Context: an optimization exercise on an open-source flow, tuned for a short achievable clock period and few clock cycles. The choices shown serve that exercise and are no tape-out recipe. No run shown here included a check of the RTL's function; only the layout flow was run. Power figures rest on the tool's default switching activity, not on a simulated workload.

`constraint.sdc`:
```
create_clock -name core_clock -period 9.0 [get_ports {clk}]
set_input_delay 1.8000 -clock core_clock [delete_from_list [all_inputs] [get_ports {clk}]]
set_output_delay 1.8000 -clock core_clock [all_outputs]
set_load 0.01 [all_outputs]
```
`config.mk`:
```
export PLATFORM = sky130hd
export DESIGN_NAME = core_top
export DESIGN_NICKNAME = core_top
export VERILOG_FILES = /design/flow/design.v
export SDC_FILE = /design/flow/constraint.sdc
export NUM_CORES = 4
export LEC_CHECK = 0
export ABC_CLOCK_PERIOD_IN_PS = 3000
export CAP_MARGIN = 20
export CORE_MARGIN = 2
export CORE_UTILIZATION = 40
export PLACE_DENSITY = 0.6
export SETUP_SLACK_MARGIN = 5
export SLEW_MARGIN = 20
```
`run.sh`:
```
#!/bin/bash
# synth_recipe.tcl (not shown) runs the flow's synth.tcl, then flattens the netlist and writes it again
# the make line also repeats each setting of config.mk as NAME=value (left out here)
make -C /OpenROAD-flow-scripts/flow DESIGN_CONFIG=/design/flow/config.mk WORK_HOME=/design/flow/orfs CLKGATE_MAP_FILE= SYNTH_SCRIPT=/design/flow/synth_recipe.tcl finish
```
`design.v`:
```
module Core (
	input clk,
	input clr,
	output rom_req,
	output [17:0] rom_addr,
	input [7:0] rom_data,
	output sram_req,
	output sram_we,
	output [18:0] sram_addr,
	output [7:0] sram_wdata,
	input [7:0] sram_rdata,
	input sram_done,
	output [15:1] rf_we,
	output [18:0] rf_wdata,
	output [15:1] rf_rsel1,
	output [15:1] rf_rsel2,
	input [18:0] rf_rdata1,
	input [18:0] rf_rdata2,
	input rf_rsmall2,
	output [15:1] rf_swe,
	output rf_small16,
	output rf_small19
	);
	localparam CMP = 5'd2, BLT = 5'd7, BLTE = 5'd8, LOAD = 5'd9, STORE = 5'd10,
	           JR = 5'd11, BE = 5'd12, BNE = 5'd13, SUBI = 5'd17, CMPI = 5'd18,
	           LOADI = 5'd23, STOREI = 5'd24, JA = 5'd25, BEI = 5'd26, BNEI = 5'd27,
	           BLTI = 5'd28, BLTEI = 5'd29, JS = 5'd30, INC = 5'd31;
	function [15:1] onehot(input [3:0] x);
		integer k;
		for (k = 1; k < 16; k = k + 1)
			onehot[k] = (x == k);
	endfunction
	reg [17:0] ra_q;      
	reg        rq_ld;     
	reg [17:0] fa_save;   
	assign rom_req = 1'b1;
	assign rom_addr = ra_q;
	reg       av_q;       
	reg [1:0] apos;       
	reg       a4_q;       
	reg [7:0]  bq;
	reg        bv_q;
	reg [1:0]  bpos;
	reg [15:1] rsA_q, rsB_q;    
	reg        fwdA_q, fwdB_q;  
	reg        smf_q;           
	reg [4:0]  op_q;
	reg [3:0]  ih_q;      
	reg [15:1] a_oh;      
	reg        brt_q;     
	reg [18:0] fres;      
	wire zf = ~|fres;
	wire nf = fres[18];
	reg [18:0] opA, opB;  
	reg [3:0]  sh;
	reg [15:1] wsel;      
	reg        fen;       
	reg        f_add, f_sub, f_and, f_or, f_xor, f_mov, f_shl, f_shr;
	reg        ldp;       
	reg        ldp_rom;
	reg [15:1] ldp_oh;
	reg        ldw;       
	reg        ldw_rom;
	reg [15:1] ldw_oh;
	reg        sreq_q, swe_q;
	reg [18:0] saddr_q;
	reg [7:0]  swd_q;
	assign sram_req = sreq_q;
	assign sram_we = swe_q;
	assign sram_addr = saddr_q;
	assign sram_wdata = swd_q;
	wire [7:0] ld_byte = ldw_rom ? rom_data : sram_rdata;
	assign rf_rsel1 = rsA_q;
	assign rf_rsel2 = rsB_q;
	wire [18:0] rA = fwdA_q ? {11'd0, ld_byte} : rf_rdata1;
	wire [18:0] rB = fwdB_q ? {11'd0, ld_byte} : rf_rdata2;
	reg [15:1] wp_oh;
	reg [18:0] wv_q;
	assign rf_swe = wp_oh;
	assign rf_small16 = ~|wv_q[15:4];
	assign rf_small19 = ~|wv_q[18:4];
	wire wv_smallB = (rsB_q[3] | rsB_q[4] | rsB_q[5]) ? rf_small19 : rf_small16;
	wire smallB = fwdB_q ? ~|ld_byte[7:4] : smf_q ? wv_smallB : rf_rsmall2;
	wire [18:0] sum = opA + opB + {18'd0, f_sub};
	wire [18:0] res = ({19{f_add | f_sub}} & sum)
	                | ({19{f_and}} & (opA & opB))
	                | ({19{f_or}}  & (opA | opB))
	                | ({19{f_xor}} & (opA ^ opB))
	                | ({19{f_mov}} & opB)
	                | ({19{f_shl}} & (opA << sh))
	                | ({19{f_shr}} & (opA >> sh));
	assign rf_we = wsel | ldw_oh;
	assign rf_wdata = ldw ? {11'd0, ld_byte} : res;
	wire alu2 = (op_q <= 5'd6) | (op_q == 5'd14) | (op_q == 5'd15) | (op_q == INC);
	wire alui = op_q[4] & (op_q <= 5'd22);
	wire is_rbr = (op_q == JR) | (op_q == BLT) | (op_q == BLTE) | (op_q == BE) | (op_q == BNE);
	wire rbr_taken = (op_q == JR) | ((op_q == BLT) & nf) | ((op_q == BLTE) & (nf | zf))
	               | ((op_q == BE) & zf) | ((op_q == BNE) & ~zf);
	wire ibr_taken = (op_q == JA) | (op_q == JS) | ((op_q == BLTI) & nf) | ((op_q == BLTEI) & (nf | zf))
	               | ((op_q == BEI) & zf) | ((op_q == BNEI) & ~zf);
	wire is_ibr = (op_q >= JA) & (op_q <= JS);
	wire d1 = bv_q & (bpos == 2'd1);            
	wire b3 = av_q & (apos == 2'd3);            
	wire [19:0] imm = {ih_q, bq, rom_data};
	wire rbr_go  = d1 & is_rbr & rbr_taken;
	wire ld2_rom = d1 & (op_q == LOAD) & ~smallB;
	wire ibr_go  = b3 & is_ibr & brt_q;
	wire ldi_le15 = (ih_q == 4'd0) & (bq == 8'd0) & (rom_data[7:4] == 4'd0);
	wire ldi_rom = b3 & (op_q == LOADI) & ~ldi_le15;
	always @(posedge clk or negedge clr) begin
		if (!clr) begin
			ra_q <= 18'd0;
			rq_ld <= 1'b0;
			av_q <= 1'b0;
			apos <= 2'd0;
			bv_q <= 1'b0;
			wsel <= 15'd0;
			fen <= 1'b0;
			ldp <= 1'b0;
			ldw <= 1'b0;
			ldw_oh <= 15'd0;
			sreq_q <= 1'b0;
			wp_oh <= 15'd0;
		end else begin
			rq_ld <= ld2_rom | ldi_rom;
			if (rq_ld)
				ra_q <= fa_save;
			else if (rbr_go)
				ra_q <= rA[17:0];
			else if (ld2_rom)
				ra_q <= rB[17:0];
			else if (ibr_go | ldi_rom)
				ra_q <= imm[17:0];
			else
				ra_q <= ra_q + 18'd1;
			if (ld2_rom | ldi_rom)
				fa_save <= ra_q + 18'd1;
			av_q <= ~rq_ld & ~rbr_go & ~ibr_go;
			if (rbr_go) begin
				apos <= 2'd0;
			end else if (av_q) begin
				case (apos)
					2'd0: begin
						apos <= 2'd1;
						a4_q <= rom_data[7] & ~&rom_data[6:3];
					end
					2'd1: apos <= a4_q ? 2'd2 : 2'd0;
					2'd2: apos <= 2'd3;
					2'd3: apos <= 2'd0;
				endcase
			end
			bq <= rom_data;
			bv_q <= av_q & ~rbr_go;
			bpos <= apos;
			rsA_q <= onehot(rom_data[7:4]);
			rsB_q <= onehot(rom_data[3:0]);
			fwdA_q <= ldp & |(ldp_oh & onehot(rom_data[7:4]));
			fwdB_q <= ldp & |(ldp_oh & onehot(rom_data[3:0]));
			smf_q <= |(rf_we & onehot(rom_data[3:0]));
			wp_oh <= rf_we;
			wv_q <= rf_wdata;
			wsel <= 15'd0;
			fen <= 1'b0;
			ldp <= 1'b0;
			sreq_q <= 1'b0;
			ldw <= ldp;
			ldw_rom <= ldp_rom;
			ldw_oh <= ldp ? ldp_oh : 15'd0;
			if (fen)
				fres <= res;
			if (bv_q && bpos == 2'd0)
				op_q <= bq[7:3];
			if (d1) begin
				ih_q <= bq[3:0];
				a_oh <= rsA_q;
				opA <= rA;
				brt_q <= ibr_taken;
				if (alu2) begin
					opB <= (op_q == INC) ? 19'd1 : ((op_q == 5'd1) | (op_q == CMP)) ? ~rB : rB;
					sh <= bq[3:0];
					wsel <= (op_q == CMP) ? 15'd0 : rsA_q;
					fen <= 1'b1;
				end
				if (op_q == LOAD) begin
					ldp <= 1'b1;
					ldp_rom <= ~smallB;
					ldp_oh <= rsA_q;
					sreq_q <= smallB;
					swe_q <= 1'b0;
					saddr_q <= rB;
				end
				if (op_q == STORE) begin
					sreq_q <= 1'b1;
					swe_q <= 1'b1;
					saddr_q <= rB;
					swd_q <= rA[7:0];
				end
				f_add <= (op_q == 5'd0) | (op_q == INC);
				f_sub <= (op_q == 5'd1) | (op_q == CMP);
				f_and <= (op_q == 5'd3);
				f_or  <= (op_q == 5'd4);
				f_xor <= (op_q == 5'd5);
				f_mov <= (op_q == 5'd6);
				f_shl <= (op_q == 5'd14);
				f_shr <= (op_q == 5'd15);
			end
			if (b3) begin
				if (alui) begin
					opB <= ((op_q == SUBI) | (op_q == CMPI)) ? ~imm[18:0] : imm[18:0];
					wsel <= (op_q == CMPI) ? 15'd0 : a_oh;
					fen <= 1'b1;
				end
				if (op_q == JS) begin
					opB <= {1'b0, ra_q};
					wsel <= onehot(4'd3);
				end
				if (op_q == LOADI) begin
					ldp <= 1'b1;
					ldp_rom <= ~ldi_le15;
					ldp_oh <= a_oh;
					sreq_q <= ldi_le15;
					swe_q <= 1'b0;
					saddr_q <= imm[18:0];
				end
				if (op_q == STOREI) begin
					sreq_q <= 1'b1;
					swe_q <= 1'b1;
					saddr_q <= imm[18:0];
					swd_q <= opA[7:0];
				end
				f_add <= (op_q == 5'd16);
				f_sub <= (op_q == SUBI) | (op_q == CMPI);
				f_and <= (op_q == 5'd19);
				f_or  <= (op_q == 5'd20);
				f_xor <= (op_q == 5'd21);
				f_mov <= (op_q == 5'd22) | (op_q == JS);
				f_shl <= 1'b0;
				f_shr <= 1'b0;
			end
		end
	end
endmodule
module Register_File (
	input clk,
	input [15:1] we,
	input [18:0] write_data,
	input [15:1] rsel_1,
	input [15:1] rsel_2,
	output [18:0] read_data_1,
	output [18:0] read_data_2,
	output read_small_2,
	input [15:1] small_we,
	input small16,
	input small19
	);
	reg [18:0] r [1:15];
	reg [15:1] sml;
	integer i;
	always @(posedge clk) begin
		for (i = 1; i < 16; i = i + 1) begin
			if (we[i]) begin
				r[i][15:0] <= write_data[15:0];
				if (i >= 3 && i <= 5)
					r[i][18:16] <= write_data[18:16];
			end
			if (small_we[i])
				sml[i] <= (i >= 3 && i <= 5) ? small19 : small16;
		end
	end
	reg [18:0] d1, d2;
	reg s2;
	always @(*) begin
		d1 = 19'd0;
		d2 = 19'd0;
		s2 = 1'b0;
		for (i = 1; i < 16; i = i + 1) begin
			d1 = d1 | ({19{rsel_1[i]}} & ((i >= 3 && i <= 5) ? r[i] : {3'd0, r[i][15:0]}));
			d2 = d2 | ({19{rsel_2[i]}} & ((i >= 3 && i <= 5) ? r[i] : {3'd0, r[i][15:0]}));
			s2 = s2 | (rsel_2[i] & sml[i]);
		end
	end
	assign read_data_1 = d1;
	assign read_data_2 = d2;
	assign read_small_2 = s2 | ~|rsel_2;
endmodule
module core_top (
	input clk,
	input clr,
	output rom_req,
	output [17:0] rom_addr,
	input [7:0] rom_data,
	output sram_req,
	output sram_we,
	output [18:0] sram_addr,
	output [7:0] sram_wdata,
	input [7:0] sram_rdata,
	input sram_done
	);
	wire [15:1] rf_we, rf_rsel1, rf_rsel2, rf_swe;
	wire [18:0] rf_wdata, rf_rdata1, rf_rdata2;
	wire rf_rsmall2, rf_small16, rf_small19;
	Core _Core(.clk(clk), .clr(clr),
		.rom_req(rom_req), .rom_addr(rom_addr), .rom_data(rom_data),
		.sram_req(sram_req), .sram_we(sram_we), .sram_addr(sram_addr),
		.sram_wdata(sram_wdata), .sram_rdata(sram_rdata), .sram_done(sram_done),
		.rf_we(rf_we), .rf_wdata(rf_wdata), .rf_rsel1(rf_rsel1), .rf_rsel2(rf_rsel2),
		.rf_rdata1(rf_rdata1), .rf_rdata2(rf_rdata2), .rf_rsmall2(rf_rsmall2),
		.rf_swe(rf_swe), .rf_small16(rf_small16), .rf_small19(rf_small19));
	Register_File _RegisterFile(.clk(clk), .we(rf_we), .write_data(rf_wdata),
		.rsel_1(rf_rsel1), .rsel_2(rf_rsel2),
		.read_data_1(rf_rdata1), .read_data_2(rf_rdata2), .read_small_2(rf_rsmall2),
		.small_we(rf_swe), .small16(rf_small16), .small19(rf_small19));
endmodule
```
==> impl_metrics.json, run 1 <==
{
  "endpoint_kind": "flip-flop",
  "wirelength_um": 103000,
  "worstPathMaxFanout": 11,
  "crit_type": "input pin to flip-flop",
  "clock-sinks": 552,
  "fp.dieW_um": 265.8,
  "io_pins": 67,
  "min_to": "_RegisterFile.sml[1]",
  "reg2reg_slack_ns": 5.26,
  "grt_first_pass_wirelength_um": 147300,
  "yosysMostFrequentCell": "edfxtp_1",
  "cts_made_buffers": 57,
  "tns_ns": 0,
  "htreeDepth": 2,
  "fin_crit_sh_pct": 44.45,
  "synth_common_cells": "edfxtp_1, a22oi_1, nand2_1, nor2_1, a21oi_1",
  "first_pass_iters": 6,
  "clk_transition_reported_paths_ns": 0.06,
  "avgSynthCellArea_um2": 12.06,
  "synth_nets": 2334,
  "cts_tree": "done",
  "setup_ws_ns": 5.000,
  "cts_root_buffer": "clkbuf_16",
  "grt_pass1_vias": 20983,
  "arrival_ns": 4.31,
  "crit_required_ns": 9.31,
  "final_cell_area_mm2": 0.03095,
  "area_delta_synth_final_pct": 12.90,
  "place_inst": 3113,
  "vdd_drop_max_v": 0.0001825,
  "yosysWarningCount": 3,
  "synth_area_leaders": "edfxtp_1, dfrtp_1, a22oi_1",
  "finalSetupViolCount": 0,
  "rsz0062_at_grt": "false",
  "grt_max_degree": 139,
  "dp_slack_ns": 3.758,
  "yosys.cell_types.count": 85,
  "postPlaceCellArea_mm2": 0.02898,
  "die_h_um": 265.8,
  "fp-row-count": 95,
  "crit_path_start": "rom_data[2]",
  "cellPowerDensity_mw_per_mm2": 245.3,
  "port_buffers": 64,
  "synth-edff-count": 480,
  "r2r-end": "_RegisterFile.r[1][14]",
  "gr-total-overflow": 0,
  "worstReg2RegStart": "_Core.f_sub",
  "fmax_mhz": 250.0,
  "grt.total_usage_pct": 28.80,
  "whs_ns": 0.4474,
  "synth_cells": 2274,
  "min_from": "_Core.wp_oh[1]",
  "vias": 21403,
  "clock_skew_ns": 0.07764,
  "hold_viol": 0,
  "synth_seq_cells": 552,
  "drc": 0,
  "insertion_delay_ns": 0.67,
  "finalNonFillerCells": 3226,
  "min_path_cells": 0,
  "antenna_found_initial": 5,
  "tightest_slew_ns": 1.210,
  "maxCapViolCount": 0,
  "core_mm2": 0.06751,
  "worstSetupStartpointType": "input pin",
  "hold_class": "flip-flop to flip-flop",
  "drv_slew": 0,
  "synthArstFlopShare_pct": 13.04,
  "reg2regPathDepth": 10,
  "syn-cell-area_mm2": 0.02742,
  "vias_per_cell": 6.635,
  "synth.top_cell.area_share_pct": 52.58,
  "status": "finished clean",
  "die-area_mm2": 0.07065,
  "first_iter_violations": 3326,
  "clock_path_buffers": 3,
  "gp_congestion": 0.9697,
  "final_util_pct": 45.85,
  "finalPower_mw": 7.592,
  "yosysTopAreaCell": "edfxtp_1",
  "wl_per_cell_um": 31.94,
  "start_util_pct": 40.61,
  "leakage_nw": 10.90,
  "dpl.hpwl_um": 65100,
  "ant_nets": 0,
  "synth_ff_type": "edfxtp_1",
  "relSlewSlack_pct": 18.80,
  "cts_hold_buf": 0,
  "nets": 2363,
  "period_minus_slack_ns": 4.000,
  "drive_gt1_share_pct": 11.06,
  "yosysSeqAreaShare_pct": 59.15
}
[cells by family (layout without fill, tap and decap cells)]
| logic type | after synthesis | count (layout) | synth area share (%) |
|---|---|---|---|
| AOI/OAI and AO/OA | 673 | 673 | 16.95 |
| buffers and inverters | 238 | 315 | 3.683 |
| and+or+nand+nor | 571 | 571 | 10.20 |
| xor gates and xnor gates | 63 | 63 | 2.013 |
| adders and majority gates | 41 | 41 | 1.926 |
| other | 1 | 3 | 0.01368 |
| DFF | 552 | 552 | 59.15 |
| muxes | 135 | 135 | 6.065 |
[where the power goes]
group	internal, mW	switching, mW	leakage (nW)
clock network	1.35	1.05	0.935
registers	3.25	0.298	5.25
logic	0.591	1.05	4.72
[worst max-delay path by stage]
stage | end | slack (ns) | cells after the start
floorplan | _Core.a_oh[10] | 5.03 | 2
global placement | _Core.fa_save[14] | 3.74 | 8
detailed placement | _Core.fa_save[15] | 3.76 | 8
CTS | _Core.fa_save[14] | 5.07 | 9
global route | _Core.fa_save[14] | 5.00 | 9
finish | _Core.swd_q[2] | 5.00 | 7
[repair_timing]
action,4_1_cts,5_1_grt
setup buffers,2,0
pin swaps,1,0
endpoints found under the setup margin,18,53
resized for setup,1,4
[layout make-up]
type	instances	area, um^2
diodes	2	5.005
multi-input cells	1484	10240
flip-flops and latches	552	16220
fillers	6141	36560
clock buffers	82	1662
clock inverters	25	241.5
repair buffers	137	1224
well taps	873	1092
inverters	71	270.3
[metal layers]
metal  wire length, um  up-vias  track usage, %  part of all wire [%]
li1                  -     8898               -                     -
met1             38920    10647           38.28                    38
met2             46260     1510           44.48                    45
met3             12140      346           6.340                    12
met4              5715        2           14.61                   5.5
met5                13        -               0                 0.013
[critical path, cell delays in order]
cell	delay (ns)
clkdlybuf4s50_1	0.85
mux2i_1	0.53
nand2_1	0.09
o21ai_1	0.66
nor2_1	0.12
a21oi_1	0.16
a21oi_1	0.08
[registers in the layout, indices dropped and copies added (netlist names), 4 cells and up]
signal / flops
_Core.a_oh: 15
_Core.bq: 8
_Core.fa_save: 18
_Core.fres: 19
_Core.ih_q: 4
_Core.ldp_oh: 15
_Core.ldw_oh: 15
_Core.opA: 19
_Core.opB: 19
_Core.op_q: 5
_Core.ra_q: 18
_Core.rsA_q: 15
_Core.rsB_q: 15
_Core.saddr_q: 19
_Core.sh: 4
_Core.swd_q: 8
_Core.wp_oh: 15
_Core.wsel: 15
_Core.wv_q: 15
_RegisterFile.r: 249
_RegisterFile.sml: 15
[cells in the final DEF, fill, tap and decap left out, drive strengths merged, types with 19 or more instances in the layout]
master | netlist | routed
mux4 | 22 | 22
and2 | 27 | 27
clkinv | 2 | 21
nor2 | 151 | 151
dfrtp | 72 | 72
mux2 | 26 | 26
xnor2 | 44 | 44
nand4 | 54 | 54
clkbuf | 106 | 83
xor2 | 19 | 19
ha | 39 | 39
o21ai | 124 | 124
a221oi | 31 | 31
nor4 | 24 | 24
a22o | 28 | 28
or2 | 22 | 22
nand3 | 45 | 45
nor3 | 33 | 33
clkdlybuf4s50 | 0 | 62
nand2 | 157 | 157
mux2i | 87 | 87
edfxtp | 480 | 480
inv | 69 | 69
a21oi | 125 | 125
a222oi | 24 | 24
buf | 61 | 73
a22oi | 232 | 232
==> run 2, diff against run 1 <==
==> flow/run.sh (new file) <==
#!/bin/bash
# The standard layout (bash standard.sh), with timing repair aiming for a
# setup slack of MARGIN ns at the design's clock period, so that the
# layout is pushed below the period. Each tool's output goes to its own
# log under orfs/logs; make's own output goes to make.log here.
set -euo pipefail
MARGIN=6.0
bash standard.sh SETUP_SLACK_MARGIN=$MARGIN finish > make.log 2>&1
==> standard.sh (new file) <==
#!/bin/bash
# synth_recipe.tcl (not shown) runs the flow's synth.tcl, then flattens the netlist and writes it again
# the make line also repeats each setting of config.mk as NAME=value (left out here)
make -C /OpenROAD-flow-scripts/flow DESIGN_CONFIG=/design/flow/config.mk WORK_HOME=/design/flow/orfs CLKGATE_MAP_FILE= SYNTH_SCRIPT=/design/flow/synth_recipe.tcl "${@:-finish}"
--- a/config.mk
+++ b/config.mk
@@ -5,10 +5,9 @@
 export SDC_FILE = /design/flow/constraint.sdc
 export NUM_CORES = 4
 export LEC_CHECK = 0
-export ABC_CLOCK_PERIOD_IN_PS = 3000
+export ABC_CLOCK_PERIOD_IN_PS = 2500
 export CAP_MARGIN = 20
 export CORE_MARGIN = 2
 export CORE_UTILIZATION = 40
 export PLACE_DENSITY = 0.6
-export SETUP_SLACK_MARGIN = 5
 export SLEW_MARGIN = 20
removed: run.sh
==> run 2 against run 1 <==
Against the previous run:
- largest power group unchanged
- non-clock buffer count is 95 higher
- die area stayed put
- clock power is 5% lower
- still clean
==> impl_metrics.json, run 2 <==
{
  "status": "finished clean",
  "avgSynthCellArea_um2": 12.06,
  "internal_power_mw": 5.311,
  "crit_top_cell": "fa_2",
  "reg2reg_slack_ns": 5.76,
  "tns_ns": 0,
  "endpoint_kind": "flip-flop",
  "r2r-end": "_RegisterFile.r[6][6]",
  "crit_buf_inv": 1,
  "wirelength_um": 106100,
  "nets": 2461,
  "synth.top_cell.area_share_pct": 52.58,
  "wl_per_cell_um": 31.94,
  "fin_crit_sh_pct": 35.99,
  "first_pass_iters": 9,
  "clock_power_share_pct": 29.3,
  "path_cells": "fa_2 -> inv_2 -> fa_2 -> nor2b_2 -> o31a_1 -> o22ai_4 -> xnor2_2 -> a2111o_1 -> o21a_4",
  "die-area_mm2": 0.07065,
  "antenna_found_initial": 4,
  "dp_slack_ns": 4.262,
  "yosysWarningCount": 3,
  "netSwitchingPower_mw": 2.479,
  "reg2regPathDepth": 9,
  "fmax_mhz": 308.7,
  "synthArstFlopShare_pct": 13.04,
  "synth_ff_type": "edfxtp_1",
  "min_to": "_RegisterFile.sml[11]",
  "ant_nets": 0,
  "yosysTopAreaCell": "edfxtp_1",
  "clock_path_buffers": 3,
  "worstPathMaxFanout": 8,
  "tightest_slew_ns": 1.169,
  "hold_class": "flip-flop to flip-flop",
  "netSwitchingFraction_pct": 31.82,
  "first_iter_violations": 3042,
  "die_h_um": 265.8,
  "grt_max_degree": 61,
  "synth-edff-count": 480,
  "min_from": "_Core.wp_oh[11]",
  "yosysMostFrequentCell": "edfxtp_1",
  "clock-sinks": 552,
  "relSlewSlack_pct": 22.09,
  "min_path_cells": 0,
  "vias": 22164,
  "core_mm2": 0.06751,
  "crit_required_ns": 9.38,
  "synth_common_cells": "edfxtp_1, a22oi_1, nand2_1, nor2_1, a21oi_1",
  "worstReg2RegStart": "_Core.f_sub",
  "setup_ws_ns": 5.761,
  "cellPowerDensity_mw_per_mm2": 240.9,
  "drive_gt1_share_pct": 20.96,
  "seqPwrFrac_pct": 45.1,
  "most-common-layout-cells": "edfxtp_1, a22oi_1, nand2_1",
  "crit_type": "flip-flop to flip-flop",
  "synth_nets": 2334,
  "yosys.cell_types.count": 85,
  "arrival_ns": 3.62,
  "largest-register": "_RegisterFile.r",
  "synth_cells": 2274,
  "drv_slew": 0,
  "insertion_delay_ns": 0.66,
  "share_comb_of_total_power_pct": 25.6,
  "grt.total_usage_pct": 29.15,
  "cts_root_buffer": "clkbuf_16",
  "leakage_nw": 11.59,
  "clock_skew_ns": 0.07196,
  "grt_first_pass_wirelength_um": 148500,
  "io_pins": 67,
  "vias_per_cell": 6.674,
  "worstSetupStartpointType": "flip-flop",
  "largest_register_ff_count": 249,
  "cts_made_buffers": 55,
  "maxCapViolCount": 0,
  "layout_commonest_cell": "edfxtp_1",
  "cts_hold_buf": 0,
  "fp.dieW_um": 265.8,
  "cts_tree": "done",
  "htreeDepth": 2,
  "port_buffers": 64,
  "drc": 0,
  "synth_seq_cells": 552,
  "finalSetupViolCount": 0,
  "synth_area_leaders": "edfxtp_1, dfrtp_1, a22oi_1",
  "fp-row-count": 95,
  "period_minus_slack_ns": 3.239,
  "critPathSlowestCell": "a2111o_1",
  "rsz0062_at_grt": "true",
  "vdd_drop_max_v": 0.0001695,
  "gr-total-overflow": 0,
  "crit_family": "compound AO/OA/AOI/OAI gates",
  "clk_transition_reported_paths_ns": 0.06,
  "start_util_pct": 40.61,
  "area_delta_synth_final_pct": 17.94,
  "hold_viol": 0,
  "yosysSeqAreaShare_pct": 59.15,
  "grt_pass1_vias": 21097,
  "syn-cell-area_mm2": 0.02742,
  "gp_congestion": 0.9763,
  "critical_path.max_stage_delay_ns": 0.60,
  "dpl.hpwl_um": 64890
}
==> run 2: cell counts after synthesis <==
No cell type changed its count.
==> run 2: how the worst max path moves through the flow <==
| stage | start | endpoint | slack, ns | cells past startpoint |
|---|---|---|---|---|
| finish | _Core.f_sub | _RegisterFile.r[6][6] | 5.76 | 9 |
| global route | _Core.f_sub | _RegisterFile.r[11][12] | 5.71 | 12 |
| CTS | _Core.f_sub | _RegisterFile.r[1][12] | 5.86 | 12 |
| detailed placement | rom_data[6] | _Core.fa_save[13] | 4.26 | 8 |
| global placement | rom_data[6] | _Core.fa_save[5] | 4.28 | 8 |
| floorplan | rom_data[5] | _Core.ra_q[11] | 5.69 | 9 |
==> run 2: area by class of cell <==
type,instances,area (um^2)
Clock inverter,16,143.9
Clock buffer,87,1640
Inverter,71,271.5
Sequential cell,552,16230
Fill cell,5971,35180
Timing Repair Buffer,232,2062
Antenna cell,1,2.502
Tap cell,873,1092
Multi-Input combinational cell,1489,10890
==> run 2: cell families after synthesis <==
group	count (synthesis)	synth area share [%]
mux	135	6.065
fa+ha+maj	41	1.926
other cells	1	0.01368
compound gates	673	16.95
flops	552	59.15
xor+xnor	63	2.013
buf+inv	238	3.683
simple gates	571	10.20
==> run 2: power by group through the flow <==
stage	combinational [mW]	clock, mW	sequential (mW)
after global routing	2.09	2.39	3.53
after CTS	1.83	2.29	3.50
final	1.99	2.28	3.51
after global placement	1.56	0	3.59
after floorplan	0.998	0	3.46
after detailed placement	1.59	0	3.60
==> run 2: worst reg2reg max path: stages (launching register included) <==
cell and delay [ns]:
edfxtp_1 0.54, fa_2 0.30, inv_2 0.05, fa_2 0.37, nor2b_2 0.15, o31a_1 0.31
o22ai_4 0.16, xnor2_2 0.18, a2111o_1 0.60, o21a_4 0.33
==> run 2: stage by stage <==
step                utilization [%]  instance area, um^2  power, mW  hold WS, ns  instances
CTS                           47.13                31820      7.630       0.4473       3291
detailed placement            43.07                29080      5.188       0.4329       3112
floorplan                         -                27620      4.462       0.4244       2274
finish                        47.89                32330      7.789       0.4471       3321
global placement              43.06                29070      5.151       0.4309       3111
global route                  47.89                32330      8.019       0.4559       3320
==> run 2: timing repair <==
| action | CTS | global route |
|---|---|---|
| pin swaps | 23 | 21 |
| gates resized for setup | 356 | 76 |
| setup endpoints to repair | 518 | 441 |
| gates cloned | 6 | 3 |
| setup buffers | 70 | 25 |
==> run 2: per-layer routing <==
| metal | vias up | global-route usage, % | part of all wire [%] |
|---|---|---|---|
| met3 | 393 | 6.322 | 12 |
| met4 | 2 | 15.75 | 6.3 |
| met2 | 1651 | 44.80 | 44 |
| met5 | - | 0 | 0.015 |
| met1 | 11012 | 38.62 | 37 |
| li1 | 9106 | - | - |
==> run 3, diff against run 2 <==
--- a/design.v
+++ b/design.v
@@ -81,7 +81,8 @@
 	assign rf_small19 = ~|wv_q[18:4];
 	wire wv_smallB = (rsB_q[3] | rsB_q[4] | rsB_q[5]) ? rf_small19 : rf_small16;
 	wire smallB = fwdB_q ? ~|ld_byte[7:4] : smf_q ? wv_smallB : rf_rsmall2;
-	wire [18:0] sum = opA + opB + {18'd0, f_sub};
+	wire [18:0] sum;
+	Adder19 _add(.a(opA), .b(opB), .cin(f_sub), .s(sum));
 	wire [18:0] res = ({19{f_add | f_sub}} & sum)
 	                | ({19{f_and}} & (opA & opB))
 	                | ({19{f_or}}  & (opA | opB))
@@ -168,6 +169,9 @@
 			ldw_oh <= ldp ? ldp_oh : 15'd0;
 			if (fen)
 				fres <= res;
+			saddr_q <= b3 ? imm[18:0] : rB;
+			swd_q <= b3 ? opA[7:0] : rA[7:0];
+			swe_q <= b3 ? (op_q == STOREI) : (op_q == STORE);
 			if (bv_q && bpos == 2'd0)
 				op_q <= bq[7:3];
 			if (d1) begin
@@ -186,15 +190,9 @@
 					ldp_rom <= ~smallB;
 					ldp_oh <= rsA_q;
 					sreq_q <= smallB;
-					swe_q <= 1'b0;
-					saddr_q <= rB;
 				end
-				if (op_q == STORE) begin
+				if (op_q == STORE)
 					sreq_q <= 1'b1;
-					swe_q <= 1'b1;
-					saddr_q <= rB;
-					swd_q <= rA[7:0];
-				end
 				f_add <= (op_q == 5'd0) | (op_q == INC);
 				f_sub <= (op_q == 5'd1) | (op_q == CMP);
 				f_and <= (op_q == 5'd3);
@@ -219,15 +217,9 @@
 					ldp_rom <= ~ldi_le15;
 					ldp_oh <= a_oh;
 					sreq_q <= ldi_le15;
-					swe_q <= 1'b0;
-					saddr_q <= imm[18:0];
 				end
-				if (op_q == STOREI) begin
+				if (op_q == STOREI)
 					sreq_q <= 1'b1;
-					swe_q <= 1'b1;
-					saddr_q <= imm[18:0];
-					swd_q <= opA[7:0];
-				end
 				f_add <= (op_q == 5'd16);
 				f_sub <= (op_q == SUBI) | (op_q == CMPI);
 				f_and <= (op_q == 5'd19);
@@ -240,6 +232,57 @@
 		end
 	end
 endmodule
+module Adder19 (
+	input [18:0] a,
+	input [18:0] b,
+	input cin,
+	output [18:0] s
+	);
+	wire [18:0] p0 = a ^ b;
+	wire [18:0] g0 = (a & b) | {18'd0, p0[0] & cin};
+	wire [18:0] g1, p1, g2, p2, g3, p3, g4, p4, g5, p5;
+	genvar i;
+	generate
+		for (i = 0; i < 19; i = i + 1) begin : pre
+			if (i >= 1) begin
+				assign g1[i] = g0[i] | (p0[i] & g0[i-1]);
+				assign p1[i] = p0[i] & p0[i-1];
+			end else begin
+				assign g1[i] = g0[i];
+				assign p1[i] = p0[i];
+			end
+			if (i >= 2) begin
+				assign g2[i] = g1[i] | (p1[i] & g1[i-2]);
+				assign p2[i] = p1[i] & p1[i-2];
+			end else begin
+				assign g2[i] = g1[i];
+				assign p2[i] = p1[i];
+			end
+			if (i >= 4) begin
+				assign g3[i] = g2[i] | (p2[i] & g2[i-4]);
+				assign p3[i] = p2[i] & p2[i-4];
+			end else begin
+				assign g3[i] = g2[i];
+				assign p3[i] = p2[i];
+			end
+			if (i >= 8) begin
+				assign g4[i] = g3[i] | (p3[i] & g3[i-8]);
+				assign p4[i] = p3[i] & p3[i-8];
+			end else begin
+				assign g4[i] = g3[i];
+				assign p4[i] = p3[i];
+			end
+			if (i >= 16) begin
+				assign g5[i] = g4[i] | (p4[i] & g4[i-16]);
+				assign p5[i] = p4[i] & p4[i-16];
+			end else begin
+				assign g5[i] = g4[i];
+				assign p5[i] = p4[i];
+			end
+		end
+	endgenerate
+	assign s = p0 ^ {g5[17:0], cin};
+endmodule
 module Register_File (
 	input clk,
 	input [15:1] we,
--- a/flow/run.sh
+++ b/flow/run.sh
@@ -4,5 +4,5 @@
 # layout is pushed below the period. Each tool's output goes to its own
 # log under orfs/logs; make's own output goes to make.log here.
 set -euo pipefail
-MARGIN=6.0
+MARGIN=6.5
 bash standard.sh SETUP_SLACK_MARGIN=$MARGIN finish > make.log 2>&1
==> run 3 against run 2 <==
Against the previous run:
- still clean
- via count rose by 2.0%
- critical path depth rose by 2
- cell area rose by 6.6%
- register-to-register slack improved by 0.09 ns
- wire length rose by 3.9%
- non-clock buffer count rose by 97
- sequential cell count did not move
- area after synthesis fell by 1.4%
- critical path type unchanged
- largest cell class unchanged
==> impl_metrics.json, run 3 <==
{
  "arrival_ns": 3.52,
  "rsz0062_at_grt": "true",
  "insertion_delay_ns": 0.65,
  "synth_seq_cells": 552,
  "yosysMostFrequentCell": "edfxtp_1",
  "synth_nets": 2266,
  "yosysTopAreaCell": "edfxtp_1",
  "crit_type": "flip-flop to flip-flop",
  "worstPathMaxFanout": 16,
  "min_path_cells": 0,
  "final_util_pct": 51.43,
  "cts_made_buffers": 57,
  "grt_first_pass_wirelength_um": 154600,
  "gp_congestion": 0.9247,
  "dpl.hpwl_um": 63120,
  "endpoint_kind": "flip-flop",
  "cellPowerDensity_mw_per_mm2": 244.7,
  "synth_ff_type": "edfxtp_1",
  "first_pass_iters": 9,
  "yosys.cell_types.count": 75,
  "clock_path_buffers": 3,
  "synthArstFlopShare_pct": 13.04,
  "reg2regPathDepth": 11,
  "finalSetupViolCount": 0,
  "yosysSeqAreaShare_pct": 59.96,
  "cts_tree": "done",
  "nets": 2499,
  "hold_class": "flip-flop to flip-flop",
  "io_pins": 67,
  "clock-sinks": 552,
  "synth_cells": 2206,
  "clock_skew_ns": 0.06486,
  "worstReg2RegStart": "_Core.opB[0]",
  "relSlewSlack_pct": 20.99,
  "synth.top_cell.area_share_pct": 53.30,
  "synth_area_leaders": "edfxtp_1, dfrtp_1, a22oi_1",
  "drc": 0,
  "reg2reg_slack_ns": 5.85,
  "cts_root_buffer": "clkbuf_16",
  "status": "finished clean",
  "grt_max_degree": 67,
  "antenna_found_initial": 2,
  "r2r-end": "_RegisterFile.r[13][6]",
  "most-common-layout-cells": "edfxtp_1, a22oi_1, buf_4",
  "syn-cell-area_mm2": 0.02704,
  "fmax_mhz": 317.4,
  "port_buffers": 64,
  "fp.dieW_um": 264.0,
  "die_h_um": 264.0,
  "clk_transition_reported_paths_ns": 0.07,
  "fp-row-count": 95,
  "avgSynthCellArea_um2": 12.26,
  "grt_pass1_vias": 21466,
  "layout_commonest_cell": "edfxtp_1",
  "synth_common_cells": "edfxtp_1, a22oi_1, nand2_1, o21ai_0, clkbuf_1",
  "largest_register_ff_count": 249,
  "tightest_slew_ns": 1.180,
  "drive_gt1_share_pct": 29.10,
  "die-area_mm2": 0.06970,
  "leakage_nw": 12.49,
  "core_mm2": 0.06704,
  "vdd_drop_max_v": 0.0001421,
  "wirelength_um": 110200,
  "area_delta_synth_final_pct": 27.49,
  "min_to": "_RegisterFile.sml[4]",
  "first_iter_violations": 3532,
  "period_minus_slack_ns": 3.151,
  "vias_per_cell": 6.723,
  "wl_per_cell_um": 32.76,
  "hold_viol": 0,
  "gr-total-overflow": 0,
  "grt.total_usage_pct": 30.55,
  "crit_required_ns": 9.37,
  "yosysWarningCount": 3,
  "worstSetupStartpointType": "flip-flop",
  "num-fill-cells": 5652,
  "maxCapViolCount": 0,
  "synth-edff-count": 480,
  "min_from": "_Core.wp_oh[4]",
  "tns_ns": 0,
  "ant_nets": 0,
  "fin_crit_sh_pct": 35.01,
  "htreeDepth": 2,
  "start_util_pct": 40.34,
  "vias": 22611,
  "drv_slew": 0,
  "largest-register": "_RegisterFile.r"
}
==> run 3: cells by family (layout without fill, tap and decap cells) <==
logic type / Yosys count / after routing / share of synthesized area, %
other: 1 / 3 / 0.01387
buffers and inverters: 227 / 499 / 3.470
DFF: 552 / 552 / 59.96
muxes: 114 / 114 / 5.034
and+or+nand+nor: 548 / 554 / 10.10
adders and majority gates: 41 / 41 / 1.952
xor gates and xnor gates: 65 / 65 / 2.105
AOI/OAI and AO/OA: 658 / 662 / 17.37
==> run 3: layout make-up <==
cell class / instances / area [um^2] / share of cell area, %
inverters: 62 / 249.0 / 0.7222
flip-flops and latches: 552 / 16240 / 47.09
multi-input cells: 1437 / 11560 / 33.53
diodes: 2 / 5.005 / 0.01452
repair buffers: 329 / 3323 / 9.639
clock inverters: 29 / 367.9 / 1.067
clock buffers: 79 / 1642 / 4.761
well taps: 873 / 1092 / 3.168
==> run 3: worst max-delay path: stages, from the launching register on <==
cell and delay [ns]:
edfxtp_1 0.42, buf_12 0.16, fa_2 0.36, inv_2 0.06, fa_2 0.21, nor2b_2 0.05
o31a_1 0.34, o21ai_1 0.19, and2_1 0.16, xnor2_1 0.08, a2111o_1 0.51, o21a_4 0.30
==> run 3: how the worst max path moves through the flow <==
stage | from | endpoint
after floorplan | rom_data[5] | _Core.ra_q[10]
after global placement | rom_data[6] | _Core.ra_q[9]
after detailed placement | rom_data[6] | _Core.ra_q[8]
after CTS | _Core.opB[0] | _RegisterFile.r[4][6]
after global routing | _Core.opB[0] | _RegisterFile.r[9][12]
final | _Core.opB[0] | _RegisterFile.r[13][6]
==> run 3: routing by layer <==
layer	GRT usage, %	up-vias	routed length [um]
met4	15.79	0	6704
li1	-	9146	-
met3	7.485	427	13780
met2	46.71	1755	48940
met1	40.38	11283	40740
met5	0	-	0
==> run 3: where the power goes <==
part	switching [mW]	internal (mW)	leakage, nW
Sequential	0.228	3.27	5.23
Combinational	1.44	0.968	6.28
Clock	1.05	1.48	0.985
==> run 3: repair_timing <==
item / CTS / global route
endpoints found under the setup margin: 630 / 423
hold buffers: 0 / 0
pin swaps: 60 / 79
cloned: 17 / 3
setup buffers: 132 / 65
resized for setup: 493 / 137
==> run 3: metrics by stage <==
| step | cells | hold WS, ns | setup WS (ns) | area [um^2] | power [mW] |
|---|---|---|---|---|---|
| 6_report | 3363 | 0.4430 | 5.849 | 34480 | 8.437 |
| 5_1_grt | 3361 | 0.4572 | 5.774 | 34470 | 8.683 |
| 3_5_place_dp | 3036 | 0.4329 | 4.148 | 29040 | 5.397 |
| 3_3_place_gp | 3034 | 0.4297 | 4.197 | 29010 | 5.355 |
| 4_1_cts | 3293 | 0.4448 | 5.871 | 33300 | 8.211 |
| 2_1_floorplan | 2206 | 0.4244 | 5.576 | 27620 | 4.603 |

[static timing again, ports no longer ideal]
How much do the figures lean on ideal ports? The routed layouts below were timed once more, with nothing changed but the port constraints.
Step 1 sets driving cells, clkbuf_16 on the clock port and buf_2 on the other inputs (assumed; they add their load-dependent delay and slew).
Step 2 times the ports against the registers' clock, not the clock port: input delays grow and output delays shrink by t, the midpoint of the rising clock arrivals with the driver on.
a / b / c = ideal / step 1 / step 2; a / b = the first two.
run	shift t [ns]	setup slack, ns	worst setup path at the end
run 1	0.696	5.000 / 5.035 / 4.339	input to register
run 2	0.682	5.761 / 5.761 / 5.266	input to register
run 3	0.677	5.849 / 5.849 / 5.202	input to register
After both steps setup and hold are still met in every run listed. For run 1, which loses most, drivers alone change the setup slack by +0.035 ns; drivers and shift together by -0.661 ns.
